Background: an optimization exercise with open tools, aiming at a short achievable clock period and few clock cycles. Do not read the settings as production practice.
Function was checked by simulation only, so behaviour that the tests miss may differ from the original.
Power and IR drop assume default switching activity.

## flow/run.sh

```bash
#!/bin/bash
set -euo pipefail
REPAIR_MARGIN=$(cat flow/margin.txt)
bash standard.sh SETUP_SLACK_MARGIN=$REPAIR_MARGIN finish > standard.log 2>&1
```

## flow/margin.txt

```
10
```

## standard.sh

```bash
#!/bin/bash
# synth_recipe.tcl (not shown) runs the flow's synth.tcl, then flattens the netlist and writes it again
# the make line also repeats each setting of config.mk as NAME=value (left out here)
make -C /OpenROAD-flow-scripts/flow DESIGN_CONFIG=/design/flow/config.mk WORK_HOME=/design/flow/orfs CLKGATE_MAP_FILE= SYNTH_SCRIPT=/design/flow/synth_recipe.tcl "${@:-finish}"
```

## config.mk

```make
export PLATFORM = sky130hd
export DESIGN_NAME = hart
export DESIGN_NICKNAME = hart
export VERILOG_FILES = /design/flow/design.v
export SDC_FILE = /design/flow/constraint.sdc
export NUM_CORES = 4
export LEC_CHECK = 0
export ABC_CLOCK_PERIOD_IN_PS = 3000
export CAP_MARGIN = 20
export CELL_PAD_IN_SITES_DETAIL_PLACEMENT = 1
export CELL_PAD_IN_SITES_GLOBAL_PLACEMENT = 2
export CORE_MARGIN = 2
export CORE_UTILIZATION = 30
export GPL_ROUTABILITY_DRIVEN = 1
export GPL_TIMING_DRIVEN = 1
export SLEW_MARGIN = 20
```

## constraint.sdc

```tcl
create_clock -name core_clock -period 14.0 [get_ports {i_clk}]
set_input_delay 2.8000 -clock core_clock [delete_from_list [all_inputs] [get_ports {i_clk}]]
set_output_delay 2.8000 -clock core_clock [all_outputs]
set_load 0.01 [all_outputs]
```

## design.v

```verilog
module hart #(
    parameter RESET_ADDR = 32'h00000000
) (
    input  wire        i_clk,
    input  wire        i_rst,
    output wire [31:0] o_imem_raddr,
    input  wire [31:0] i_imem_rdata,
    output wire [31:0] o_dmem_addr,
    output wire        o_dmem_ren,
    output wire        o_dmem_wen,
    output wire [31:0] o_dmem_wdata,
    output wire [ 3:0] o_dmem_mask,
    input  wire [31:0] i_dmem_rdata,
    output wire        o_retire_valid,
    output wire [31:0] o_retire_inst,
    output wire        o_retire_halt,
    output wire [ 4:0] o_retire_rs1_raddr,
    output wire [ 4:0] o_retire_rs2_raddr,
    output wire [31:0] o_retire_rs1_rdata,
    output wire [31:0] o_retire_rs2_rdata,
    output wire [ 4:0] o_retire_rd_waddr,
    output wire [31:0] o_retire_rd_wdata,
    output wire [31:0] o_retire_dmem_addr,
    output wire [ 3:0] o_retire_dmem_mask,
    output wire        o_retire_dmem_ren,
    output wire        o_retire_dmem_wen,
    output wire [31:0] o_retire_dmem_rdata,
    output wire [31:0] o_retire_dmem_wdata,
    output wire [31:0] o_retire_pc
);
    reg         rst_q;
    always @(posedge i_clk) rst_q <= i_rst;
    reg  [31:2] pc_f;        
    reg  [31:2] i_pc;        
    reg         i_v;
    reg  [31:2] i_succ;      
    reg         i_bp;        
    reg  [31:2] exp_mv;      
    reg  [31:2] exp_st;      
    reg         stalled;     
    wire [31:2] exp_pc = stalled ? exp_st : exp_mv;    
    reg         halted;      
    localparam NBTB = 4;
    reg         btb_v   [0:NBTB-1];
    reg  [31:2] btb_tag [0:NBTB-1];
    reg  [31:2] btb_tgt [0:NBTB-1];
    reg  [1:0]  btb_ptr;
    reg         btb_wr;      
    reg  [31:2] btb_wpc, btb_wtgt;
    reg         e_v;
    reg  [31:2] e_pc;
    reg  [31:0] e_ir;
    reg  [ 4:0] e_rs1a, e_rs2a, e_rd;
    reg  [31:0] e_pa, e_pb;     
    reg  [31:0] e_po2;          
    reg  [31:0] e_timm;         
    reg  [31:2] e_pc4;
    reg         e_f1m, e_f2m, e_fo2;    
    reg         e_sub, e_sra, e_link, e_lui, e_rs1use, e_rs2use;
    reg         e_op_add, e_op_sll, e_op_slt, e_op_sltu, e_op_xor, e_op_srl, e_op_or, e_op_and;
    reg         e_br, e_jal, e_jalr, e_ld, e_st, e_sys, e_pcop;
    reg         e_pred;      
    reg         e_t4;        
    reg         e_t8;        
    reg  [ 2:0] e_f3;
    reg         m_v;
    reg  [31:2] m_pc;
    reg  [31:0] m_ir;
    reg  [ 4:0] m_rs1a, m_rs2a, m_rd;
    reg  [31:0] m_rs1v, m_rs2v;
    reg  [31:0] m_res;
    reg         m_ld, m_st, m_sys;
    reg  [ 2:0] m_f3;
    reg  [ 1:0] m_alo;
    reg  [31:2] dm_addr;
    reg         dm_ren, dm_wen;
    reg  [ 3:0] dm_mask;
    reg  [31:0] dm_wdata;
    reg         w_v;
    reg  [31:2] w_pc;
    reg  [31:0] w_ir;
    reg  [ 4:0] w_rs1a, w_rs2a, w_rd;
    reg  [31:0] w_rs1v, w_rs2v;
    reg  [31:0] w_res;
    reg         w_ld, w_st, w_sys;
    reg  [ 2:0] w_f3;
    reg  [ 1:0] w_alo;
    reg  [31:2] w_daddr;
    reg  [ 3:0] w_dmask;
    reg  [31:0] w_dwdata;
    reg         r_v;
    reg  [31:2] r_pc;
    reg  [31:0] r_ir;
    reg  [ 4:0] r_rs1a, r_rs2a, r_rd;
    reg  [31:0] r_rs1v, r_rs2v;
    reg  [31:0] r_res;
    reg         r_ld, r_st, r_sys;
    reg  [31:2] r_daddr;
    reg  [ 3:0] r_dmask;
    reg  [31:0] r_dwdata;
    reg  [31:0] r_drdata;
    reg  [31:0] rf [1:31];
    wire [31:0] rfa [0:31];      
    genvar g;
    assign rfa[0] = 32'd0;
    generate
        for (g = 1; g < 32; g = g + 1) begin : g_rfa
            assign rfa[g] = rf[g];
        end
    endgenerate
    wire [31:0] d_ir = i_imem_rdata;
    wire [31:2] d_pc = exp_pc;
    wire        d_v  = i_v & (i_pc == exp_pc);
    wire [4:0] d_opc = d_ir[6:2];
    wire d_is_lui   = d_opc == 5'b01101;
    wire d_is_auipc = d_opc == 5'b00101;
    wire d_is_jal   = d_opc == 5'b11011;
    wire d_is_jalr  = d_opc == 5'b11001;
    wire d_is_br    = d_opc == 5'b11000;
    wire d_is_ld    = d_opc == 5'b00000;
    wire d_is_st    = d_opc == 5'b01000;
    wire d_is_opi   = d_opc == 5'b00100;
    wire d_is_op    = d_opc == 5'b01100;
    wire d_is_sys   = d_opc == 5'b11100;
    wire [2:0] d_f3 = d_ir[14:12];
    wire d_rs1use = !(d_is_lui | d_is_auipc | d_is_jal | d_is_sys);
    wire d_rs2use = d_is_op | d_is_st | d_is_br;
    wire d_rdwr   = d_is_op | d_is_opi | d_is_lui | d_is_auipc | d_is_ld | d_is_jal | d_is_jalr;
    wire [4:0] d_rs1a = d_rs1use ? d_ir[19:15] : 5'd0;
    wire [4:0] d_rs2a = d_rs2use ? d_ir[24:20] : 5'd0;
    wire [4:0] d_rd   = d_rdwr   ? d_ir[11:7]  : 5'd0;
    wire [31:0] imm_i = {{21{d_ir[31]}}, d_ir[30:20]};
    wire [31:0] imm_s = {{21{d_ir[31]}}, d_ir[30:25], d_ir[11:7]};
    wire [31:0] imm_b = {{20{d_ir[31]}}, d_ir[7], d_ir[30:25], d_ir[11:8], 1'b0};
    wire [31:0] imm_u = {d_ir[31:12], 12'd0};
    wire [31:0] imm_j = {{12{d_ir[31]}}, d_ir[19:12], d_ir[20], d_ir[30:21], 1'b0};
    wire [31:0] d_imm = d_is_st ? imm_s : (d_is_lui | d_is_auipc) ? imm_u : imm_i;
    wire        d_sub = d_is_op & d_ir[30] & (d_f3 == 3'b000);
    wire [31:0] rf1 = rfa[d_ir[19:15]];
    wire [31:0] rf2 = rfa[d_ir[24:20]];
    wire e_wr = e_v & (e_rd != 5'd0);
    wire m_wr = m_v & (m_rd != 5'd0);
    wire w_wr = w_v & (w_rd != 5'd0);
    wire h1e = e_wr & (e_rd == d_rs1a);
    wire h1m = m_wr & (m_rd == d_rs1a);
    wire h1w = w_wr & (w_rd == d_rs1a);
    wire h2e = e_wr & (e_rd == d_rs2a);
    wire h2m = m_wr & (m_rd == d_rs2a);
    wire h2w = w_wr & (w_rd == d_rs2a);
    wire stall = ((h1e | h2e) & e_ld) | ((h1m & !h1e | h2m & !h2e) & m_ld);
    wire [31:0] ldw = i_dmem_rdata;
    wire [7:0]  ldb = (w_alo == 2'd0) ? ldw[7:0] : (w_alo == 2'd1) ? ldw[15:8] :
                      (w_alo == 2'd2) ? ldw[23:16] : ldw[31:24];
    wire [15:0] ldh = w_alo[1] ? ldw[31:16] : ldw[15:0];
    wire [31:0] ldv = (w_f3[1:0] == 2'b00) ? {{24{ldb[7] & !w_f3[2]}}, ldb} :
                      (w_f3[1:0] == 2'b01) ? {{16{ldh[15] & !w_f3[2]}}, ldh} : ldw;
    wire [31:0] w_final = w_ld ? ldv : w_res;
    wire        x1m = m_wr & (m_rd == d_ir[19:15]);
    wire        x1w = w_wr & (w_rd == d_ir[19:15]);
    wire        x2m = m_wr & (m_rd == d_ir[24:20]);
    wire        x2w = w_wr & (w_rd == d_ir[24:20]);
    wire        d_pcsel = d_is_auipc | d_is_jal;
    wire        d_f1    = d_pcsel | x1m | x1w;
    wire [31:0] d_f1v   = d_pcsel ? {d_pc, 2'b00} : x1m ? m_res : w_final;
    wire [31:0] d_pa    = d_f1 ? d_f1v : rf1;
    wire        d_f2    = x2m | x2w;
    wire [31:0] d_f2v   = x2m ? m_res : w_final;
    wire [31:0] d_pb    = d_f2 ? d_f2v : rf2;
    wire        d_rsel  = d_is_op | d_is_br;
    wire        d_po2rf = d_rsel & !d_f2;
    wire [31:0] d_po2o  = d_rsel ? (d_f2v ^ {32{d_sub}}) : d_imm;
    wire [31:0] d_po2   = d_po2rf ? (rf2 ^ {32{d_sub}}) : d_po2o;
    wire [31:0] ea  = e_f1m ? m_res : e_pa;
    wire [31:0] eb  = e_f2m ? m_res : e_pb;
    wire [31:0] op2 = e_fo2 ? (m_res ^ {32{e_sub}}) : e_po2;
    wire [32:0] sum33 = {ea, 1'b1} + {op2, e_sub};
    wire [31:0] sum = sum33[32:1];
    wire        lt_s = $signed(ea) < $signed(op2);
    wire        lt_u = ea < op2;
    wire        blt_s = $signed(ea) < $signed(eb);
    wire        blt_u = ea < eb;
    wire        eq   = ea == eb;
    wire [31:0] sll  = ea << op2[4:0];
    wire [31:0] srx  = $signed({e_sra & ea[31], ea}) >>> op2[4:0];
    wire [31:0] e_alu = ({32{e_link}}    & {e_pc4, 2'b00}) |
                        ({32{e_lui}}     & e_po2) |
                        ({32{e_op_add}}  & sum) |
                        ({32{e_op_sll}}  & sll) |
                        ({32{e_op_slt}}  & {31'd0, lt_s}) |
                        ({32{e_op_sltu}} & {31'd0, lt_u}) |
                        ({32{e_op_xor}}  & (ea ^ op2)) |
                        ({32{e_op_srl}}  & srx) |
                        ({32{e_op_or}}   & (ea | op2)) |
                        ({32{e_op_and}}  & (ea & op2));
    wire [31:0] e_tgtx = {e_pc, 2'b00} + e_timm;
    wire [31:2] e_tgt  = e_tgtx[31:2];
    wire br_taken = (e_f3[2:1] == 2'b00) ? (eq ^ e_f3[0]) :
                    (e_f3[2:1] == 2'b10) ? (blt_s ^ e_f3[0]) :
                                           (blt_u ^ e_f3[0]);
    wire e_brv   = e_v & e_br;
    wire e_jalrv = e_v & e_jalr;
    wire e_jalv  = e_v & e_jal & !e_pred & !e_t4;
    wire e_bjump = e_brv & !e_pred & !e_t4;    
    wire red_e   = e_jalrv | e_jalv | (e_bjump & br_taken) | (e_brv & e_pred & !br_taken);
    wire [31:2] e_pc8 = e_pc4 + 30'd1;
    wire        e_tf  = e_t8 & (pc_f == e_pc8);
    wire [1:0] alo = sum[1:0];
    wire [3:0] st_mask = (e_f3[1:0] == 2'b00) ? (4'b0001 << alo) :
                         (e_f3[1:0] == 2'b01) ? (alo[1] ? 4'b1100 : 4'b0011) : 4'b1111;
    wire [31:0] st_data = (e_f3[1:0] == 2'b00) ? {4{eb[7:0]}} :
                          (e_f3[1:0] == 2'b01) ? {2{eb[15:0]}} : eb;
    wire d_move = d_v & !stall;
    wire [31:2] pcf_p4 = pc_f + 30'd1;
    reg         btb_hit;
    reg  [31:2] btb_t;
    integer j;
    always @(*) begin
        btb_hit = 1'b0;
        btb_t   = pcf_p4;
        for (j = 0; j < NBTB; j = j + 1)
            if (btb_v[j] && btb_tag[j] == pc_f) begin
                btb_hit = 1'b1;
                btb_t   = btb_tgt[j];
            end
    end
    wire [31:2] succ_f = btb_t;
    wire pcf_eq_exp   = pc_f == exp_pc;
    wire pcf_eq_isucc = pc_f == i_succ;
    wire [31:2] exp_ne = d_v ? i_succ : exp_pc;
    wire [31:2] pcf_ne = d_v ? (pcf_eq_isucc ? succ_f : i_succ)
                             : (pcf_eq_exp ? succ_f : exp_pc);
    wire [31:2] tgt_f = e_tf ? succ_f : e_tgt;   
    wire [31:2] pcf_t = e_bjump ? tgt_f : pcf_ne;
    wire [31:2] pcf_n = (e_brv &  e_pred) ? e_pc4 : pcf_ne;
    wire [31:2] exp_t = e_bjump ? e_tgt : exp_ne;
    wire [31:2] exp_nt = (e_brv &  e_pred) ? e_pc4 : exp_ne;
    wire [31:2] pc_f_n = e_jalrv ? sum[31:2] : e_jalv ? tgt_f : br_taken ? pcf_t : pcf_n;
    wire [31:2] exp_n  = e_jalrv ? sum[31:2] : e_jalv ? e_tgt : br_taken ? exp_t : exp_nt;
    integer k;
    always @(posedge i_clk) begin
        if (i_rst) begin
            pc_f   <= RESET_ADDR[31:2];
            i_v    <= 1'b0;
        end else begin
            i_v    <= 1'b1;
            pc_f   <= pc_f_n;
        end
        i_pc   <= pc_f;
        i_succ <= succ_f;
        i_bp   <= btb_hit;
        if (rst_q) begin
            exp_mv  <= RESET_ADDR[31:2];
            exp_st  <= RESET_ADDR[31:2];
            stalled <= 1'b0;
            halted <= 1'b0;
            e_v    <= 1'b0;
            m_v    <= 1'b0;
            dm_ren <= 1'b0;
            dm_wen <= 1'b0;
            w_v    <= 1'b0;
            r_v    <= 1'b0;
        end else begin
            exp_mv  <= exp_n;
            exp_st  <= exp_pc;
            stalled <= d_v & stall & !red_e;
            if (d_move & !red_e & !halted) begin
                e_v    <= 1'b1;
                halted <= d_is_sys;
            end else begin
                e_v    <= 1'b0;
            end
            m_v    <= e_v;
            dm_ren <= e_v & e_ld;
            dm_wen <= e_v & e_st;
            w_v    <= m_v;
            r_v    <= w_v;
        end
    end
    always @(posedge i_clk) begin
        e_pc      <= d_pc;
        e_ir      <= d_ir;
        e_rs1a    <= d_rs1a;
        e_rs2a    <= d_rs2a;
        e_rd      <= d_rd;
        e_pa      <= d_pa;
        e_pb      <= d_pb;
        e_po2     <= d_po2;
        e_timm    <= d_is_br ? imm_b : imm_j;
        e_pc4     <= d_pc + 30'd1;
        e_f1m     <= h1e & !(d_is_auipc | d_is_jal);
        e_f2m     <= h2e;
        e_fo2     <= h2e & (d_is_op | d_is_br);
        e_sub     <= d_sub;
        e_sra     <= d_ir[30];
        e_link    <= d_is_jal | d_is_jalr;
        e_op_add  <= ((d_is_op | d_is_opi) & (d_f3 == 3'b000)) | d_is_ld | d_is_st | d_is_auipc;
        e_lui     <= d_is_lui;
        e_rs1use  <= d_rs1use;
        e_rs2use  <= d_rs2use;
        e_op_sll  <= (d_is_op | d_is_opi) & (d_f3 == 3'b001);
        e_op_slt  <= (d_is_op | d_is_opi) & (d_f3 == 3'b010);
        e_op_sltu <= (d_is_op | d_is_opi) & (d_f3 == 3'b011);
        e_op_xor  <= (d_is_op | d_is_opi) & (d_f3 == 3'b100);
        e_op_srl  <= (d_is_op | d_is_opi) & (d_f3 == 3'b101);
        e_op_or   <= (d_is_op | d_is_opi) & (d_f3 == 3'b110);
        e_op_and  <= (d_is_op | d_is_opi) & (d_f3 == 3'b111);
        e_br      <= d_is_br;
        e_jal     <= d_is_jal;
        e_jalr    <= d_is_jalr;
        e_ld      <= d_is_ld;
        e_st      <= d_is_st;
        e_sys     <= d_is_sys;
        e_pcop    <= d_is_auipc | d_is_jal | d_is_jalr;
        e_pred    <= i_bp;
        e_t4      <= d_is_br ? (imm_b == 32'd4) : (imm_j == 32'd4);
        e_t8      <= d_is_br ? (imm_b == 32'd8) : (imm_j == 32'd8);
        e_f3      <= d_f3;
        m_pc   <= e_pc;
        m_ir   <= e_ir;
        m_rs1a <= e_rs1a;
        m_rs2a <= e_rs2a;
        m_rd   <= e_rd;
        m_rs1v <= e_pcop ? {e_pc, 2'b00} : e_rs1use ? ea : 32'd0;
        m_rs2v <= e_link ? 32'd4 : e_rs2use ? eb : 32'd0;
        m_res  <= e_alu;
        m_ld   <= e_ld;
        m_st   <= e_st;
        m_sys  <= e_sys;
        m_f3   <= e_f3;
        m_alo  <= alo;
        dm_addr  <= sum[31:2];
        dm_mask  <= e_ld ? ((e_f3[1:0] == 2'b00) ? (4'b0001 << alo) :
                            (e_f3[1:0] == 2'b01) ? (alo[1] ? 4'b1100 : 4'b0011) : 4'b1111)
                         : st_mask;
        dm_wdata <= st_data;
        w_pc   <= m_pc;
        w_ir   <= m_ir;
        w_rs1a <= m_rs1a;
        w_rs2a <= m_rs2a;
        w_rd   <= m_rd;
        w_rs1v <= m_rs1v;
        w_rs2v <= m_rs2v;
        w_res  <= m_res;
        w_ld   <= m_ld;
        w_st   <= m_st;
        w_sys  <= m_sys;
        w_f3   <= m_f3;
        w_alo  <= m_alo;
        w_daddr  <= dm_addr;
        w_dmask  <= dm_mask;
        w_dwdata <= dm_wdata;
        r_pc   <= w_pc;
        r_ir   <= w_ir;
        r_rs1a <= w_rs1a;
        r_rs2a <= w_rs2a;
        r_rd   <= w_rd;
        r_rs1v <= w_rs1v;
        r_rs2v <= w_rs2v;
        r_res  <= w_final;
        r_ld   <= w_ld;
        r_st   <= w_st;
        r_sys  <= w_sys;
        r_daddr  <= w_daddr;
        r_dmask  <= w_dmask;
        r_dwdata <= w_dwdata;
        r_drdata <= i_dmem_rdata;
    end
    always @(posedge i_clk) begin
        if (rst_q) begin
            for (k = 0; k < NBTB; k = k + 1)
                btb_v[k] <= 1'b0;
            btb_ptr <= 2'd0;
            btb_wr  <= 1'b0;
        end else begin
            btb_wr <= e_brv & !e_pred & e_timm[31] & br_taken;
            if (btb_wr) begin
                btb_v[btb_ptr]   <= 1'b1;
                btb_tag[btb_ptr] <= btb_wpc;
                btb_tgt[btb_ptr] <= btb_wtgt;
                btb_ptr          <= btb_ptr + 2'd1;
            end
        end
        btb_wpc  <= e_pc;
        btb_wtgt <= e_tgt;
    end
    always @(posedge i_clk) begin
        for (k = 1; k < 32; k = k + 1) begin
            if (rst_q)
                rf[k] <= 32'd0;
            else if (w_wr && w_rd == k)
                rf[k] <= w_final;
        end
    end
    assign o_imem_raddr = {pc_f, 2'b00};
    assign o_dmem_addr  = {dm_addr, 2'b00};
    assign o_dmem_ren   = dm_ren;
    assign o_dmem_wen   = dm_wen;
    assign o_dmem_mask  = dm_mask;
    assign o_dmem_wdata = dm_wdata;
    assign o_retire_valid      = r_v;
    assign o_retire_inst       = r_ir;
    assign o_retire_halt       = r_sys;
    assign o_retire_rs1_raddr  = r_rs1a;
    assign o_retire_rs2_raddr  = r_rs2a;
    assign o_retire_rs1_rdata  = r_rs1v;
    assign o_retire_rs2_rdata  = r_rs2v;
    assign o_retire_rd_waddr   = r_rd;
    assign o_retire_rd_wdata   = r_res;
    assign o_retire_dmem_addr  = {r_daddr, 2'b00};
    assign o_retire_dmem_mask  = r_dmask;
    assign o_retire_dmem_ren   = r_ld;
    assign o_retire_dmem_wen   = r_st;
    assign o_retire_dmem_rdata = r_drdata;
    assign o_retire_dmem_wdata = r_dwdata;
    assign o_retire_pc         = {r_pc, 2'b00};
endmodule
```

==> results of run 1 <==
[layout make-up]
type	count	area share
antenna	41	0.000710
clock buffer	390	0.0569
clock inverter	126	0.00998
inverter	180	0.00525
multi-input combinational	7726	0.381
sequential	2433	0.358
tap	4515	0.0391
timing repair buffer	1789	0.150
[per-stage QoR]
step	std cells	setup WS [ns]	instance area (sq um)	total power, mW	utilization
6_report	17200	9.32	144000	19.7	0.429
5_1_grt	17200	9.33	144000	20.2	0.428
4_1_cts	17000	9.49	140000	19.4	0.414
3_5_place_dp	15700	6.44	115000	11.0	0.340
3_3_place_gp	15600	6.24	114000	11.0	0.339
2_1_floorplan	11200	9.04	107000	9.63	-
[metal layers]
| layer | vias up | wire length (um) | GRT usage |
|---|---|---|---|
| li1 | 42900 | - | - |
| met1 | 54600 | 266000 | 0.469 |
| met2 | 7788 | 309000 | 0.607 |
| met3 | 2975 | 75300 | 0.124 |
| met4 | 26 | 71700 | 0.333 |
| met5 | - | 348 | 0.00168 |
[critical path, cell delays in order]
cell and delay, ns:
buf_12 0.12, buf_12 0.14, nor2b_4 0.15, nand2b_4 0.13
buf_4 0.14, nor2_4 0.04, buf_12 0.16, a22oi_1 0.27
nand4_1 0.22, or4_4 0.71, nand2_1 0.10, a21oi_1 0.07
a221oi_1 0.26
[worst max path at each step]
stage	slack (ns)	to	start
2_1_floorplan	9.04	halted	i_imem_rdata[6]
3_3_place_gp	6.24	halted	i_imem_rdata[2]
3_5_place_dp	6.44	e_po2[14]	i_imem_rdata[21]
4_1_cts	9.49	e_po2[0]	i_imem_rdata[20]
5_1_grt	9.33	e_po2[5]	i_imem_rdata[20]
6_report	9.32	e_po2[25]	i_imem_rdata[21]
[placed cells by master, fill, tap and decap left out, drive strengths merged, types with 244 or more instances in the layout]
master	n
a211oi	324
xnor2	343
clkbuf	408
a21oi	1154
nor2	838
nand2	1927
edfxtp	244
a22oi	525
buf	1705
mux2i	303
dfxtp	2189
[logic make-up (layout without fill, tap and decap cells)]
| logic type | Yosys count | in the layout | synth area share |
|---|---|---|---|
| AOI/OAI and AO/OA | 3194 | 3208 | 0.211 |
| xor gates and xnor gates | 429 | 429 | 0.0370 |
| adders and majority gates | 145 | 145 | 0.0178 |
| buffers and inverters | 1104 | 2485 | 0.0426 |
| DFF | 2433 | 2433 | 0.503 |
| muxes | 342 | 342 | 0.0368 |
| other | 1 | 49 | 0.0000369 |
| and+or+nand+nor | 3585 | 3594 | 0.151 |
[what timing repair did]
item	in CTS	in global routing
resized for setup	3657	637
pin swaps	499	373
cloned	86	18
endpoints found under the setup margin	1645	942
buffers inserted	710	178
[power breakdown]
part           internal, mW  switching [mW]
Clock                  4.52            3.37
Sequential             7.44           0.418
Combinational          1.54            2.46
==> run_results.csv, run 1 <==
group,metric,value,unit
clock_network,clk_latency,1.04,ns
power_and_ir_drop,leakage,52.8,nW
clock_network,h-tree-depth,5,
synth,ys.flop_type,"dfxtp_1",
floorplan,row_count,213,
drt,firstDrtPassIters,8,
timing,slew_viol_final,0,
drt,wl_per_cell,42.0,um
layout,largest_reg_flops,992,
place,io_buffers,438,
synth,synth-seq-cells,2433,
critical_path,r2r_start,"e_f1m",
worst_hold_path,holdPathEnd,"w_rs2v[28]",
floorplan,core_area,0.337,sq mm
critical_path,worstPathMaxFanout,32,
layout,max_flop_register,"rf",
timing,setup_viol,0,
critical_path,cp.required,14.86,ns
synth,netlist_instances,11200,
global_routing,track_usage,0.403,
floorplan,die_h,586,um
clock_network,ctsHoldBuffers,0,
drt,drt_iter0_markers,14500,
synth,syn_area,0.102,sq mm
critical_path,timing.rr.end,"exp_mv[22]",
critical_path,critPathCaptureType,"flop",
synth,ys_top_cells_by_count,"2,189 x dfxtp_1, 1,923 x nand2_1, 1,148 x a21oi_1",
drt,avgViaCountPerCell,6.29,
critical_path,critPathLaunchType,"input pin",
timing,max_freq,214,MHz
timing,rsz0062_at_grt,"yes",
floorplan,dieArea,0.344,sq mm
clock_network,root_buffer,"clkbuf_16",
global_routing,grt_overflow_total,0,
floorplan,fp.dieW,586,um
timing,post-route-period-util,0.334,
layout,reg_top3,"rf x992, btb_tag x120, btb_tgt x120",
layout,syn2layout_area_growth,42.1,%
timing,fin_crit,4.68,ns
power_and_ir_drop,powerDensity,137,mW/mm^2
worst_hold_path,min_path_cells,0,
layout,nets,12600,
critical_path,r2r_setup_slack,9.50,ns
synth,syn_avg_cell_area,9.05,sq um
synth,ys_types,109,
timing,timing.final.hold_violations,0,
timing,holdWs,0.312,ns
run_status,status,"complete, no violations",
timing,finClkSkew,0.0770,ns
flow_run,max_cap_viol_count,0,
layout,n_fill_cell,36900,
global_routing,grt_pass1_wl,944000,um
layout,seq_area,0.0517,sq mm
synth,postSynth.asyncResetShare,0,
critical_path,crit_arrival,5.53,ns
drt,drc,0,
critical_path,rr_worst_depth,22,
clock_network,clk_pin_slew,0.06,ns
synth,yosysMostFrequentCell,"dfxtp_1",
place,hpwlAfterDp,428000,um
clock_network,cts_inserted_buffers,293,
global_routing,antenna_found_initial,71,
global_routing,grt_pass1_vias,105000,
floorplan,ios,447,
drt,dr_total_vias,108000,
layout,multi_input_area,0.0550,sq mm
worst_hold_path,hp-start,"m_rs2v[28]",
timing,worst_slew_pin_slew,1.30,ns
clock_network,cts.sinks,2433,
floorplan,start_util,0.302,
global_routing,grt_max_degree,172,
timing,setup-tns-final,0,ns
clock_network,clock_path_buffers,4,
synth,synthTopCellsByArea,"dfxtp_1 43%, edfxtp_1 7.2%, nand2_1 7.1%",
clock_network,cts_tree,"built",
power_and_ir_drop,vdd_drop_max,144,uV
synth,synth_top_area_share,0.431,
layout,drive_gt1_frac,0.313,
place,gp_congestion,0.942,
worst_hold_path,hold_path.class,"flop to flop",
timing,max-slew-margin-rel,0.131,
critical_path,crit_type,"input pin to flop",
drt,drtAntennaViolNets,0,
synth,synth-edff-count,244,
synth,synth_warnings,2,
synth,synth_seq_area_share,0.503,
synth,synth_top_cell_by_area,"dfxtp_1",
drt,wl,722000,um
Testbench counts, summed over its fixed seeds: cycles 41,241.
==> run 2: changes to the inputs <==
--- a/design.v
+++ b/design.v
@@ -47,7 +47,9 @@
     reg  [1:0]  btb_ptr;
     reg         btb_wr;      
     reg  [31:2] btb_wpc, btb_wtgt;
-    reg         e_v;
+    reg         e_v;         
+    reg         e_kill;      
+    wire        ev = e_v & !e_kill;
     reg  [31:2] e_pc;
     reg  [31:0] e_ir;
     reg  [ 4:0] e_rs1a, e_rs2a, e_rd;
@@ -56,7 +58,7 @@
     reg  [31:0] e_timm;         
     reg  [31:2] e_pc4;
     reg         e_f1m, e_f2m, e_fo2;    
-    reg         e_sub, e_sra, e_link, e_lui, e_rs1use, e_rs2use;
+    reg         e_sub, e_inv, e_sra, e_link, e_lui, e_rs1use, e_rs2use;
     reg         e_op_add, e_op_sll, e_op_slt, e_op_sltu, e_op_xor, e_op_srl, e_op_or, e_op_and;
     reg         e_br, e_jal, e_jalr, e_ld, e_st, e_sys, e_pcop;
     reg         e_pred;      
@@ -138,7 +140,7 @@
     wire        d_sub = d_is_op & d_ir[30] & (d_f3 == 3'b000);
     wire [31:0] rf1 = rfa[d_ir[19:15]];
     wire [31:0] rf2 = rfa[d_ir[24:20]];
-    wire e_wr = e_v & (e_rd != 5'd0);
+    wire e_wr = ev & (e_rd != 5'd0);
     wire m_wr = m_v & (m_rd != 5'd0);
     wire w_wr = w_v & (w_rd != 5'd0);
     wire h1e = e_wr & (e_rd == d_rs1a);
@@ -169,10 +171,10 @@
     wire        d_rsel  = d_is_op | d_is_br;
     wire        d_po2rf = d_rsel & !d_f2;
     wire [31:0] d_po2o  = d_rsel ? (d_f2v ^ {32{d_sub}}) : d_imm;
-    wire [31:0] d_po2   = d_po2rf ? (rf2 ^ {32{d_sub}}) : d_po2o;
+    wire [31:0] d_po2   = d_po2rf ? rf2 : d_po2o;    
     wire [31:0] ea  = e_f1m ? m_res : e_pa;
     wire [31:0] eb  = e_f2m ? m_res : e_pb;
-    wire [31:0] op2 = e_fo2 ? (m_res ^ {32{e_sub}}) : e_po2;
+    wire [31:0] op2 = e_fo2 ? (m_res ^ {32{e_sub}}) : (e_po2 ^ {32{e_inv}});
     wire [32:0] sum33 = {ea, 1'b1} + {op2, e_sub};
     wire [31:0] sum = sum33[32:1];
     wire        lt_s = $signed(ea) < $signed(op2);
@@ -197,9 +199,9 @@
     wire br_taken = (e_f3[2:1] == 2'b00) ? (eq ^ e_f3[0]) :
                     (e_f3[2:1] == 2'b10) ? (blt_s ^ e_f3[0]) :
                                            (blt_u ^ e_f3[0]);
-    wire e_brv   = e_v & e_br;
-    wire e_jalrv = e_v & e_jalr;
-    wire e_jalv  = e_v & e_jal & !e_pred & !e_t4;
+    wire e_brv   = ev & e_br;
+    wire e_jalrv = ev & e_jalr;
+    wire e_jalv  = ev & e_jal & !e_pred & !e_t4;
     wire e_bjump = e_brv & !e_pred & !e_t4;    
     wire red_e   = e_jalrv | e_jalv | (e_bjump & br_taken) | (e_brv & e_pred & !br_taken);
     wire [31:2] e_pc8 = e_pc4 + 30'd1;
@@ -234,8 +236,12 @@
     wire [31:2] pcf_n = (e_brv &  e_pred) ? e_pc4 : pcf_ne;
     wire [31:2] exp_t = e_bjump ? e_tgt : exp_ne;
     wire [31:2] exp_nt = (e_brv &  e_pred) ? e_pc4 : exp_ne;
-    wire [31:2] pc_f_n = e_jalrv ? sum[31:2] : e_jalv ? tgt_f : br_taken ? pcf_t : pcf_n;
-    wire [31:2] exp_n  = e_jalrv ? sum[31:2] : e_jalv ? e_tgt : br_taken ? exp_t : exp_nt;
+    wire [31:2] pcf_tj = e_jalv ? tgt_f : pcf_t;
+    wire [31:2] pcf_nj = e_jalv ? tgt_f : pcf_n;
+    wire [31:2] exp_tj = e_jalv ? e_tgt : exp_t;
+    wire [31:2] exp_nj = e_jalv ? e_tgt : exp_nt;
+    wire [31:2] pc_f_n = e_jalrv ? sum[31:2] : br_taken ? pcf_tj : pcf_nj;
+    wire [31:2] exp_n  = e_jalrv ? sum[31:2] : br_taken ? exp_tj : exp_nj;
     integer k;
     always @(posedge i_clk) begin
         if (i_rst) begin
@@ -254,6 +260,7 @@
             stalled <= 1'b0;
             halted <= 1'b0;
             e_v    <= 1'b0;
+            e_kill <= 1'b0;
             m_v    <= 1'b0;
             dm_ren <= 1'b0;
             dm_wen <= 1'b0;
@@ -263,15 +270,12 @@
             exp_mv  <= exp_n;
             exp_st  <= exp_pc;
             stalled <= d_v & stall & !red_e;
-            if (d_move & !red_e & !halted) begin
-                e_v    <= 1'b1;
-                halted <= d_is_sys;
-            end else begin
-                e_v    <= 1'b0;
-            end
-            m_v    <= e_v;
-            dm_ren <= e_v & e_ld;
-            dm_wen <= e_v & e_st;
+            e_v    <= d_move & !halted & !(ev & e_sys);
+            e_kill <= red_e;
+            halted <= halted | (ev & e_sys);
+            m_v    <= ev;
+            dm_ren <= ev & e_ld;
+            dm_wen <= ev & e_st;
             w_v    <= m_v;
             r_v    <= w_v;
         end
@@ -291,6 +295,7 @@
         e_f2m     <= h2e;
         e_fo2     <= h2e & (d_is_op | d_is_br);
         e_sub     <= d_sub;
+        e_inv     <= d_sub & d_po2rf;
         e_sra     <= d_ir[30];
         e_link    <= d_is_jal | d_is_jalr;
         e_op_add  <= ((d_is_op | d_is_opi) & (d_f3 == 3'b000)) | d_is_ld | d_is_st | d_is_auipc;
==> run 2 against run 1 <==
- total power is 1.5% lower
- non-clock buffer count is 9 lower
- critical path depth is 1 lower
- global-route usage is 0.92 points higher
- sequential share of layout area hardly changed
- largest power group is now sequential cells
- clock skew is 0.0060 ns higher
- clock power is 2% higher
- wire length is 3.3% higher
- synthesized cell count is 0.46% higher
- core utilization is 0.35 points lower
- final area hardly changed
==> run_results.csv, run 2 <==
group,metric,value,unit
run_status,status,"complete, no violations",
drt,wl_per_cell,43.3,um
global_routing,track_usage,0.412,
synth,synth_seq_area_share,0.500,
drt,drc,0,
critical_path,crit_type,"input pin to flop",
synth,ys_top_cells_by_count,"2,191 x dfxtp_1, 2,054 x nand2_1, 1,025 x a21oi_1",
layout,reg_top3,"rf x992, btb_tag x120, btb_tgt x120",
timing,finClkSkew,0.0830,ns
global_routing,grt_overflow_total,0,
critical_path,r2r_setup_slack,9.77,ns
critical_path,r2r_start,"e_f1m",
clock_network,clk_latency,1.00,ns
timing,fin_crit,4.46,ns
timing,max-slew-margin-rel,0.129,
synth,synth_warnings,2,
power_and_ir_drop,powerDensity,135,mW/mm^2
synth,yosysMostFrequentCell,"dfxtp_1",
clock_network,clk_pin_slew,0.07,ns
timing,post-route-period-util,0.319,
timing,worst_slew_pin_slew,1.31,ns
layout,post-route-util,0.425,
floorplan,row_count,214,
floorplan,die_h,588,um
layout,n_fill_cell,36800,
synth,synth-seq-cells,2435,
synth,synth_top_area_share,0.428,
drt,dr_total_vias,108000,
floorplan,start_util,0.301,
clock_network,cts_tree,"built",
clock_network,root_buffer,"clkbuf_16",
global_routing,grt_pass1_vias,105000,
place,hpwlAfterDp,447000,um
worst_hold_path,hold_path.class,"flop to flop",
drt,drt_iter0_markers,14800,
floorplan,ios,447,
synth,synthTopCellsByArea,"dfxtp_1 43%, nand2_1 7.5%, edfxtp_1 7.2%",
layout,nets,12700,
critical_path,worstPathMaxFanout,5,
flow_run,max_cap_viol_count,0,
synth,postSynth.asyncResetShare,0,
timing,setup_viol,0,
timing,max_freq,224,MHz
critical_path,cp.required,14.78,ns
power_and_ir_drop,leakage,53.7,nW
global_routing,antenna_found_initial,67,
floorplan,fp.dieW,588,um
drt,firstDrtPassIters,10,
layout,drive_gt1_frac,0.298,
synth,muxShareOfSynthArea,0.0350,
timing,timing.final.hold_violations,0,
layout,final_cell_area,0.144,sq mm
synth,synth_compound_area_frac,0.212,
global_routing,grt_pass1_wl,973000,um
timing,slew_viol_final,0,
synth,synthAdderAreaFrac,0.0199,
floorplan,core_area,0.340,sq mm
place,placed_area,0.115,sq mm
layout,syn2layout_area_growth,41.1,%
synth,synth-edff-count,244,
floorplan,dieArea,0.346,sq mm
synth,synth_top_cell_by_area,"dfxtp_1",
layout,max_flop_register,"rf",
power_and_ir_drop,vdd_drop_max,96.2,uV
synth,ys_types,97,
critical_path,critPathCaptureType,"flop",
drt,wl,747000,um
clock_network,cts.sinks,2435,
clock_network,ctsHoldBuffers,0,
clock_network,clock_path_buffers,4,
timing,setup-tns-final,0,ns
synth,syn_area,0.102,sq mm
worst_hold_path,min_path_cells,0,
drt,drtAntennaViolNets,0,
critical_path,rr_worst_depth,22,
layout,final_cell_mix,"1,997 x nand2_1, 1,868 x dfxtp_1, 958 x a21oi_1",
drt,avgViaCountPerCell,6.28,
synth,ys.flop_type,"dfxtp_1",
synth,synth-simple-area-share,0.148,
layout,final_common_cell,"nand2_1",
critical_path,worstSetupStartpoint,"i_imem_rdata[23]",
critical_path,crit_arrival,5.24,ns
timing,rsz0062_at_grt,"yes",
clock_network,h-tree-depth,5,
place,io_buffers,438,
synth,syn_avg_cell_area,9.07,sq um
layout,largest_reg_flops,992,
synth,netlist_instances,11300,
synth,synth_top_family_by_area,"compound AO/OA/AOI/OAI gates",
clock_network,cts_inserted_buffers,294,
critical_path,critPathLaunchType,"input pin",
worst_hold_path,hp-start,"m_rs2v[31]",
synth,synth-xor-area-share,0.0411,
global_routing,grt_max_degree,189,
place,gp_congestion,0.970,
[run 2: power by group]
group / switching, mW / internal, mW / leakage [nW]
registers: 0.568 / 7.48 / 20.2
clock network: 3.37 / 4.67 / 4.88
logic: 2.11 / 1.24 / 28.6
[run 2: area by class of cell]
cell class | count | area (sq um) | share of cell area
multi-input cells | 7705 | 54300 | 0.376
flip-flops and latches | 2435 | 51700 | 0.358
repair buffers | 1780 | 21800 | 0.151
clock buffers | 414 | 8500 | 0.0588
well taps | 4536 | 5680 | 0.0393
clock inverters | 118 | 1440 | 0.00993
inverters | 217 | 910 | 0.00630
diodes | 43 | 108 | 0.000745
repair inverters | 1 | 11.3 | 0.0000779
[run 2: routing by layer]
| layer | global-route usage | share of wire | up-vias |
|---|---|---|---|
| met5 | 0 | 0.00027 | - |
| met4 | 0.361 | 0.11 | 22 |
| met3 | 0.137 | 0.10 | 3095 |
| met2 | 0.621 | 0.42 | 7771 |
| met1 | 0.467 | 0.36 | 54500 |
| li1 | - | - | 43000 |
[run 2: cell families (layout without fill, tap and decap cells)]
group                    count (synthesis)  after routing
buffers and inverters                 1167           2530
multiplexers                           319            319
XOR/XNOR                               480            480
AND/OR/NAND/NOR                       3534           3543
adder cells (fa/ha/maj)                162            162
other                                    1             51
flip-flops                            2435           2435
AO/OA/AOI/OAI                         3187           3193
[run 2: per-stage QoR]
step | power, mW | setup slack [ns] | cells | hold WS (ns)
floorplan | 9.32 | 9.19 | 11300 | 0.310
global placement | 10.8 | 7.07 | 15700 | 0.310
finish | 19.4 | 9.54 | 17200 | 0.307
CTS | 19.2 | 9.55 | 17000 | 0.274
detailed placement | 10.8 | 7.06 | 15700 | 0.313
global route | 19.9 | 9.55 | 17200 | 0.313
[run 2: timing repair]
action	4_1_cts	5_1_grt
gates cloned	109	14
endpoints found under the setup margin	1645	844
hold endpoints to repair	0	0
setup buffers	662	157
resized for setup	3534	497
pin swaps	395	284
[run 2: final timing paths]
check	end
worst max-delay path	e_po2[11]
worst max register to register	pc_f[21]
worst min-delay path	w_rs2v[31]
worst min register to register	w_rs2v[31]
[run 2: worst max-delay path, stage by stage]
cell,delay [ns]
buf_12,0.12
buf_16,0.14
or3b_4,0.29
buf_12,0.12
nor2_4,0.08
buf_12,0.18
a22o_1,0.22
a221oi_2,0.25
nand3_1,0.12
or4_4,0.59
a21oi_2,0.21
o21ai_1,0.08
Testbench counts of run 2, summed over its fixed seeds: cycles 41,241.

[re-timing with driven ports]
The results above use ideal ports. As a check the final layouts listed here were re-extracted and re-timed, cells and wires unchanged.
Step 1: set_driving_cell puts a clkbuf_16 on i_clk and a buf_2 on each other input, an assumption about the parent block.
Step 2 adds t to the input delays and takes it off the output delays; t is the mean of the earliest and latest rising clock arrival at the registers after step 1. Input paths then give back, and output paths get back, about the clock's delay inside the block.
Three values: ideal, step 1, step 2; two values: the first two.
| run | shift t [ns] | setup WS [ns] | slew at the worst register clock pin (ns) | worst data-port slew with drivers (ns) |
|---|---|---|---|---|
| run 1 | 1.108 | 9.324 / 9.383 / 8.275 | 0.07 / 0.07 | 0.11 |
| run 2 | 1.073 | 9.536 / 9.471 / 8.531 | 0.07 / 0.07 | 0.09 |
After both steps every run listed still meets setup and hold. For run 1, which loses most, drivers alone change the setup slack by +0.059 ns; drivers and shift together by -1.049 ns.
